Source: an optimization exercise on an open RTL-to-GDS flow (aim: small area, a short achievable clock period and few clock cycles per item). Production flows keep margins and buffers that such runs may drop.
Where RTL was checked, it was by simulation tests only, not by an equivalence proof against the original.
No activity file was given, so power comes from the tool's default toggle rates.

## red
==> flow/design.v (excerpt) <==
module SQRTLOG #(parameter NBITS = 20, M = 10, N = 10)
              (input logic clock, reset,
               input logic [1:0] op,
               input logic [NBITS-1:0] data_in,
               output logic done,
               output logic [NBITS-1:0] data_out);
==> module SQRTLOG, before the edit <==
module SQRTLOG #(parameter NBITS = 20, M = 10, N = 10)
              (input logic clock, reset,
               input logic [1:0] op,
               input logic [NBITS-1:0] data_in,
               output logic done,
               output logic [NBITS-1:0] data_out);
  logic [16:0] w;
  logic [9:0]  f;
  logic [4:0]  ext;
  logic [16:0] r;
  assign f   = w[9:0];
  assign ext = w[14:10];
  assign r   = w;
  logic [1:0]  pr;      
  logic [1:0]  opr;     
  logic [3:0]  cnt;     
  logic [19:0] n16, n8, n4, n2, n1;
  logic [4:0]  lz;
  always_comb begin
    lz[4] = ~|data_in[19:4];
    n16   = lz[4] ? {data_in[3:0], 16'd0} : data_in;
    lz[3] = ~|n16[19:12];
    n8    = lz[3] ? {n16[11:0], 8'd0} : n16;
    lz[2] = ~|n8[19:16];
    n4    = lz[2] ? {n8[15:0], 4'd0} : n8;
    lz[1] = ~|n4[19:18];
    n2    = lz[1] ? {n4[17:0], 2'd0} : n4;
    lz[0] = ~n2[19];
    n1    = lz[0] ? {n2[18:0], 1'b0} : n2;
  end
  logic [9:0] f0;
  assign f0 = n1[18:9];                         
  logic [24:0] a0;
  logic [13:0] t308, t710;
  logic [14:0] te;
  always_comb begin
    case (lz)
      5'd0: begin te = 15'h0009; t308 = 14'h0ad4; t710 = 14'h18f6; end
      5'd1: begin te = 15'h0008; t308 = 14'h09a0; t710 = 14'h1630; end
      5'd2: begin te = 15'h0007; t308 = 14'h086c; t710 = 14'h136a; end
      5'd3: begin te = 15'h0006; t308 = 14'h0738; t710 = 14'h10a4; end
      5'd4: begin te = 15'h0005; t308 = 14'h0604; t710 = 14'h0dde; end
      5'd5: begin te = 15'h0004; t308 = 14'h04d0; t710 = 14'h0b18; end
      5'd6: begin te = 15'h0003; t308 = 14'h039c; t710 = 14'h0852; end
      5'd7: begin te = 15'h0002; t308 = 14'h0268; t710 = 14'h058c; end
      5'd8: begin te = 15'h0001; t308 = 14'h0134; t710 = 14'h02c6; end
      5'd9: begin te = 15'h0000; t308 = 14'h0000; t710 = 14'h0000; end
      5'd10: begin te = 15'h7fff; t308 = 14'h3ecc; t710 = 14'h3d3a; end
      5'd11: begin te = 15'h7ffe; t308 = 14'h3d98; t710 = 14'h3a74; end
      5'd12: begin te = 15'h7ffd; t308 = 14'h3c64; t710 = 14'h37ae; end
      5'd13: begin te = 15'h7ffc; t308 = 14'h3b30; t710 = 14'h34e8; end
      5'd14: begin te = 15'h7ffb; t308 = 14'h39fc; t710 = 14'h3222; end
      5'd15: begin te = 15'h7ffa; t308 = 14'h38c8; t710 = 14'h2f5c; end
      5'd16: begin te = 15'h7ff9; t308 = 14'h3794; t710 = 14'h2c96; end
      5'd17: begin te = 15'h7ff8; t308 = 14'h3660; t710 = 14'h29d0; end
      5'd18: begin te = 15'h7ff7; t308 = 14'h352c; t710 = 14'h270a; end
      5'd19: begin te = 15'h7ff6; t308 = 14'h33f8; t710 = 14'h2444; end
      default: begin te = 'x; t308 = 'x; t710 = 'x; end
    endcase
    case (op)
      2'd2:    a0 = {{11{t308[13]}}, t308};
      2'd3:    a0 = {{11{t710[13]}}, t710};
      default: a0 = {te, 10'd0};
    endcase
  end
  logic [3:0]  top4;
  logic [1:0]  pr0;
  logic [3:0]  cnt_sq0;
  logic [16:0] r0;
  logic [19:0] q0;
  logic        nz;
  assign top4    = n2[19:16];
  assign pr0     = n2[15:14];
  assign cnt_sq0 = 4'd12 - {1'b0, lz[4:2], lz[1]};
  assign nz      = |n2[19:18];
  logic [4:0] rq;
  always_comb begin
    case (top4)
      4'd0: rq = 5'bxxxxx;
      4'd1: rq = 5'bxxxxx;
      4'd2: rq = 5'bxxxxx;
      4'd3: rq = 5'bxxxxx;
      4'd4: rq = 5'd0;
      4'd5: rq = 5'd2;
      4'd6: rq = 5'd4;
      4'd7: rq = 5'd6;
      4'd8: rq = 5'd8;
      4'd9: rq = 5'd1;
      4'd10: rq = 5'd3;
      4'd11: rq = 5'd5;
      4'd12: rq = 5'd7;
      4'd13: rq = 5'd9;
      4'd14: rq = 5'd11;
      4'd15: rq = 5'd13;
    endcase
    r0 = nz ? {13'd0, rq[4:1]} : 17'd0;
    q0 = nz ? {18'd0, 1'b1, rq[0]} : 20'd0;
  end
  logic [16:0] rn;
  logic        qb;
  assign rn = {r[14:0], pr} + {data_out[14:0] ^ {15{~r[16]}}, 2'b11};
  assign qb = ~rn[16];
  logic [1:0] prn;
  always_comb begin
    prn = 2'b00;
    for (int j = 5; j < 15; j++)
      if (cnt == 4'(j + 1)) prn = data_in[2*j-9 -: 2];
  end
  logic        b, b0;
  logic [11:0] s;
  logic [9:0]  fn;
  assign b  = f >= 10'd425;
  assign b0 = b ? (f >= 10'd699) : (f >= 10'd195);
  sqstep u_sq (.f(f), .s(s));
  assign fn = b ? {s[11], s[9:1]} : s[9:0];
  logic [9:0] kk;
  logic       k10;
  assign kk  = (opr == 2'd2) ? 10'd308 : (opr == 2'd3) ? 10'd710 : 10'd0;
  assign k10 = (opr == 2'd1);
  function automatic logic [24:0] addk(input logic [24:0] a);
    logic [10:0] c;
    logic        ci;
    logic [24:0] y;
    c[0] = 1'b0;
    for (int i = 0; i < 10; i++) begin
      y[i]   = a[i] ^ kk[i] ^ c[i];
      c[i+1] = kk[i] ? (a[i] | c[i]) : (a[i] & c[i]);
    end
    ci = c[10] | k10;
    for (int i = 10; i < 25; i++)
      y[i] = a[i] ^ (ci & (&(a[24:10] | (15'h7fff << (i - 10)))));
    addk = y;
  endfunction
  logic [24:0] a2, an, a4, af;
  assign a2 = {ext[3:0], data_out, 1'b0};
  assign an = b ? addk(a2) : a2;
  assign a4 = {an[23:0], 1'b0};
  assign af = b0 ? addk(a4) : a4;
  always_ff @(posedge clock) begin
    if (reset) begin
      done <= (op != 2'd0) && (f0 == 10'd0);
      pr   <= pr0;
      opr  <= op;
      if (op == 2'd0) begin
        w        <= r0;
        data_out <= q0;
        cnt      <= cnt_sq0;
      end else begin
        w        <= {2'b00, a0[24:20], f0};
        data_out <= a0[19:0];
        cnt      <= 4'd8;
      end
    end else begin
      cnt <= cnt - 4'd1;
      pr  <= prn;
      if (opr == 2'd0)
        w <= rn;
      else
        w <= {2'b00, an[24:20], fn};
      if (!done) begin
        if (cnt == 4'd0) done <= 1'b1;
        if (opr == 2'd0)
          data_out <= {data_out[18:0], qb};
        else if (cnt == 4'd0)
          data_out <= {{5{af[24]}}, af[24:10]};
        else
          data_out <= an[19:0];
      end
    end
  end
endmodule
Settings: LEC_CHECK=0, CAP_MARGIN=20, CORE_MARGIN=2, CORE_UTILIZATION=40, SETUP_SLACK_MARGIN=3.5, SLEW_MARGIN=20; clock period 8.0 ns.
run.sh (not shown) runs the stock make flow with config.mk's settings and CLKGATE_MAP_FILE= SYNTH_SCRIPT=/design/flow/synth_recipe.tcl, a recipe that flattens the netlist after the stock synthesis.
red finished every step from synthesis to the final layout, and the layout passed the timing, design-rule and antenna checks.
Changes in blue relative to red:
diff --git a/flow/design.v b/flow/design.v
--- a/flow/design.v
+++ b/flow/design.v
@@ -27,17 +27,23 @@
     n2    = lz[1] ? {n4[17:0], 2'd0} : n4;
     lz[0] = ~n2[19];
     n1    = lz[0] ? {n2[18:0], 1'b0} : n2;
   end
   logic [9:0] f0;
   assign f0 = n1[18:9];                         
+  logic [4:0] lzp;
+  always_comb begin
+    lzp = 5'd31;
+    for (int i = 0; i < 20; i++)
+      if (data_in[i]) lzp = 5'(19 - i);
+  end
   logic [24:0] a0;
   logic [13:0] t308, t710;
   logic [14:0] te;
   always_comb begin
-    case (lz)
+    case (lzp)
       5'd0: begin te = 15'h0009; t308 = 14'h0ad4; t710 = 14'h18f6; end
       5'd1: begin te = 15'h0008; t308 = 14'h09a0; t710 = 14'h1630; end
       5'd2: begin te = 15'h0007; t308 = 14'h086c; t710 = 14'h136a; end
       5'd3: begin te = 15'h0006; t308 = 14'h0738; t710 = 14'h10a4; end
       5'd4: begin te = 15'h0005; t308 = 14'h0604; t710 = 14'h0dde; end
       5'd5: begin te = 15'h0004; t308 = 14'h04d0; t710 = 14'h0b18; end
Area growth from synthesis to layout: blue and red compared, higher one is red. Compared with red, in blue number of nets in the synthesized netlist went up about 0.7%; data arrival time of the worst path went up 70 ps; required time of the critical path went up 110 ps; via count of the first global-routing pass went down 566. blue vs. red: core area increased 0.64%, post-CTS resize count decreased 8, routed length on met3 decreased 4.2%, worst hold slack decreased 17 ps. Compared to red, the router laid down less metal wire for blue. blue vs red on post-synthesis instance area: blue is the higher one. Design area (blue over red): decrease, about 1.8%. Between red and blue, net switching fraction of the power decreased.
Testbench counts of blue, summed over its fixed seeds: cycles 17,952, ops 1,920.
Only the layout flow was run in red; the RTL was not checked for function there.

[separate check: timing with driven ports]
The flow's constraints put no driver on any port. The routed layouts listed below were extracted and timed again, unchanged, in two steps. Step 1 assumes that a clkbuf_16 drives the clock port and a buf_2 every other input. Step 2 times the ports against the registers' clock, not the clock port: input delays grow and output delays shrink by t, the midpoint of the rising clock arrivals with the driver on. Three values: ideal, step 1, step 2; two values: the first two.
run	shift t [ns]	setup slack, ns	worst setup path after step 2
red	0.344	3.581 / 3.600 / 3.257	input to register
blue	0.329	3.612 / 3.631 / 3.302	input to register
After both steps setup and hold are still met in every run listed. For red, which loses most, drivers alone change the setup slack by +0.019 ns; drivers and shift together by -0.324 ns.
